This is an optimization exercise on Yosys and OpenROAD, whose aim is small area, not a production implementation.
The RTL was checked by simulation tests, not by an equivalence proof against the original design.
No driver is modelled on the clock port, so clock power and skew are understated where the tree is cut down; a real chip needs a root buffer or a tree.
Power and IR drop assume default switching activity.

Setup of the previous run:
==> flow/design.v <==
module spi_regbank
(
    input  spi_clk,
    input  rst_n,
    input  spi_ss_n,
    input  spi_di,
    output spi_do
);
    localparam [5:0] CNT_OFS = 6'd8;
    reg  [5:0]  cnt;
    reg  [5:0]  hdr;           
    reg  [5:0]  valid;
    reg  [15:0] r0, r1, r2, r3, r4, r5;
    always @(posedge spi_clk or negedge rst_n)
        if (!rst_n)        cnt <= CNT_OFS;
        else if (spi_ss_n) cnt <= CNT_OFS;
        else               cnt <= cnt + 6'd1;
    wire data_ph = (cnt >= CNT_OFS + 6'd24) && (cnt <= CNT_OFS + 6'd39);
    wire hdr_ph  = (cnt <= CNT_OFS + 6'd17);
    always @(posedge spi_clk)
        if (hdr_ph) hdr <= {hdr[4:0], spi_di};
    wire [4:0] addr = hdr[5:1];
    wire       rd   = hdr[0];
    wire [5:0] sel;
    assign sel[0] = (addr == 5'd0);
    assign sel[1] = (addr == 5'd1);
    assign sel[2] = (addr == 5'd2);
    assign sel[3] = (addr == 5'd3);
    assign sel[4] = (addr == 5'd4);
    assign sel[5] = (addr == 5'd5);
    wire [5:0] top = {r5[15], r4[15], r3[15], r2[15], r1[15], r0[15]};
    wire       rbit = |(sel & valid & top);
    wire       d0   = rd ? rbit : spi_di;
    assign spi_do = data_ph & rd & rbit;
    always @(posedge spi_clk or negedge rst_n)
        if (!rst_n) valid <= 6'd0;
        else if (data_ph && !rd) valid <= valid | sel;
    always @(posedge spi_clk) if (data_ph && sel[0]) r0 <= {r0[14:0], d0};
    always @(posedge spi_clk) if (data_ph && sel[1]) r1 <= {r1[14:0], d0};
    always @(posedge spi_clk) if (data_ph && sel[2]) r2 <= {r2[14:0], d0};
    always @(posedge spi_clk) if (data_ph && sel[3]) r3 <= {r3[14:0], d0};
    always @(posedge spi_clk) if (data_ph && sel[4]) r4 <= {r4[14:0], d0};
    always @(posedge spi_clk) if (data_ph && sel[5]) r5 <= {r5[14:0], d0};
endmodule
==> flow/config.mk <==
export PLATFORM = sky130hd
export DESIGN_NAME = spi_regbank
export DESIGN_NICKNAME = spi_regbank
export VERILOG_FILES = /design/flow/design.v
export SDC_FILE = /design/flow/constraint.sdc
export NUM_CORES = 4
export LEC_CHECK = 0
export CAP_MARGIN = 20
export CORE_MARGIN = 2
export CORE_UTILIZATION = 40
export CTS_BUF_LIST = sky130_fd_sc_hd__clkbuf_2 sky130_fd_sc_hd__clkbuf_4
export PLACE_DENSITY = 0.6
export SLEW_MARGIN = 20
==> flow/constraint.sdc <==
create_clock -name core_clock -period 5.0 [get_ports {spi_clk}]
set_input_delay 1.0000 -clock core_clock [delete_from_list [all_inputs] [get_ports {spi_clk}]]
set_output_delay 1.0000 -clock core_clock [all_outputs]
set_load 0.01 [all_outputs]
run.sh (not shown) runs the stock make flow with config.mk's settings and CLKGATE_MAP_FILE= SYNTH_SCRIPT=/design/flow/synth_recipe.tcl, a recipe that flattens the netlist after the stock synthesis.
The previous run: all stages complete, timing, DRC and antenna checks passed
### the previous run -> the current run
Settings: CTS_BUF_LIST: sky130_fd_sc_hd__clkbuf_2 sky130_fd_sc_hd__clkbuf_4 -> unset.
Findings:
- Summary of the current run over the previous run: global-route usage saw an increase, first-pass GRT wire length saw an increase.
- Post-route total power: the current run worse than the previous run
- Per the comparison of the current run with the previous run, via count shows a reduction of 10, worst setup slack shows an increase of 0.0045 ns.
- The current run: proportion of cell area occupied by multi-input gates lower than the previous run
- Looking at met1 routed wirelength after detailed routing across the current run and the previous run, the one that comes out lower is the previous run.
- The current run vs the previous run: final routed wire length divided by cell count up
- Worst hold-check slack, the current run and the previous run: larger value in the previous run


RTL: the design.v shown in full above, as it stands there.
Settings: LEC_CHECK=0, ABC_AREA=1, CAP_MARGIN=20, CORE_MARGIN=2, CORE_UTILIZATION=40, CTS_BUF_LIST=sky130_fd_sc_hd__clkbuf_8, CTS_CLUSTER_DIAMETER=200, CTS_CLUSTER_SIZE=50, PLACE_DENSITY=0.6, SLEW_MARGIN=20; clock period 5.0 ns.
The first run completed without violations.
Change:
--- a/flow/config.mk
+++ b/flow/config.mk
@@ -11,5 +11,5 @@
 export CORE_UTILIZATION = 40
-export CTS_BUF_LIST = sky130_fd_sc_hd__clkbuf_8
-export CTS_CLUSTER_DIAMETER = 200
-export CTS_CLUSTER_SIZE = 50
+export CTS_BUF_LIST = sky130_fd_sc_hd__clkbuf_4
+export CTS_CLUSTER_DIAMETER = 100
+export CTS_CLUSTER_SIZE = 30
 export PLACE_DENSITY = 0.6
After rerunning:
- The changed run produced a clean layout
- global-route usage falls by 0.27 points
- design area went down by 2.8%
- utilization went down by 1.4 points


Setup of the reference run:
Another version of the RTL of spi_regbank (not shown whole).
Size: roughly 150 cells after synthesis, roughly 5 I/O pins, roughly 3500 um^2 of cells after synthesis.
export LEC_CHECK = 0
export CAP_MARGIN = 20
export CORE_MARGIN = 2
export CORE_UTILIZATION = 40
export PLACE_DENSITY = 0.6
export SLEW_MARGIN = 20
create_clock -name core_clock -period 5.0 [get_ports {spi_clk}]
standard.sh (not shown) runs the stock make flow with config.mk's settings and CLKGATE_MAP_FILE= SYNTH_SCRIPT=/design/flow/synth_recipe.tcl, a recipe that flattens the netlist after the stock synthesis.
==> flow/flow/run.sh <==
#!/bin/bash
export PRE_CTS_TCL=$PWD/flow/mycts.tcl
export MY_CTS_LEAF=sky130_fd_sc_hd__clkbuf_8
export MY_CTS_ROOT=sky130_fd_sc_hd__clkbuf_4
export MY_CTS_GROUP=20
export BUFFER_PORTS_ARGS="-buffer_cell sky130_fd_sc_hd__buf_1"
bash standard.sh > standard.log 2>&1
Other scripts of this flow, unchanged in this note and not shown: flow/flow/mycts.tcl
What the trial run does differently from the reference run at the input level:
diff --git a/flow/flow/run.sh b/flow/flow/run.sh
--- a/flow/flow/run.sh
+++ b/flow/flow/run.sh
@@ -5,3 +5,2 @@
 export MY_CTS_GROUP=20
-export BUFFER_PORTS_ARGS="-buffer_cell sky130_fd_sc_hd__buf_1"
 bash standard.sh > standard.log 2>&1
==> comparison <==
- The trial run: flow completed, timing, DRC and antenna clean
- The trial run vs. the reference run: combinational group share of total power went up by 0.2 points, worst hold slack was more or less identical, ratio of final minimum period to clock period went up by 7.2 points, worst setup slack went down by 0.36 ns.
No run of this note takes its clock network from TritonCTS; it comes from the design's own scripts or RTL.

==> static timing again, ports no longer ideal <==
The flow's constraints put no driver on any port. The routed layouts listed below were extracted and timed again, unchanged, in two steps.
Step 1, drivers: a clkbuf_16 drives spi_clk and a buf_2 each remaining input, both assumed.
Step 2, shift: input delay + t, output delay - t, t = (earliest + latest rising clock arrival at the registers) / 2. This alone moves slack from input paths to output paths.
a / b / c = ideal ports / drivers / drivers and shift; a / b = the first two.
| run | t (ns) | setup WS [ns] | hold WS [ns] | slew at the worst register clock pin (ns) |
|---|---|---|---|---|
| the previous run | 0.511 | 1.570 / 1.543 / 2.054 | 0.421 / 0.421 / 0.421 | 0.10 / 0.10 |
| the current run | 0.530 | 1.574 / 1.545 / 2.075 | 0.412 / 0.412 / 0.412 | 0.06 / 0.06 |
| the first run of note 2 | 0.441 | 1.872 / 1.843 / 2.283 | 0.405 / 0.405 / 0.405 | 0.07 / 0.07 |
| the second run of note 2 | 0.510 | 1.787 / 1.759 / 2.269 | 0.409 / 0.409 / 0.409 | 0.11 / 0.11 |
| the reference run | 0.425 | 2.244 / 2.231 / 2.657 | 0.415 / 0.415 / 0.415 | 0.11 / 0.11 |
| the trial run | 0.425 | 1.885 / 1.872 / 2.297 | 0.413 / 0.413 / 0.413 | 0.11 / 0.11 |
After both steps setup and hold are still met in every run listed.
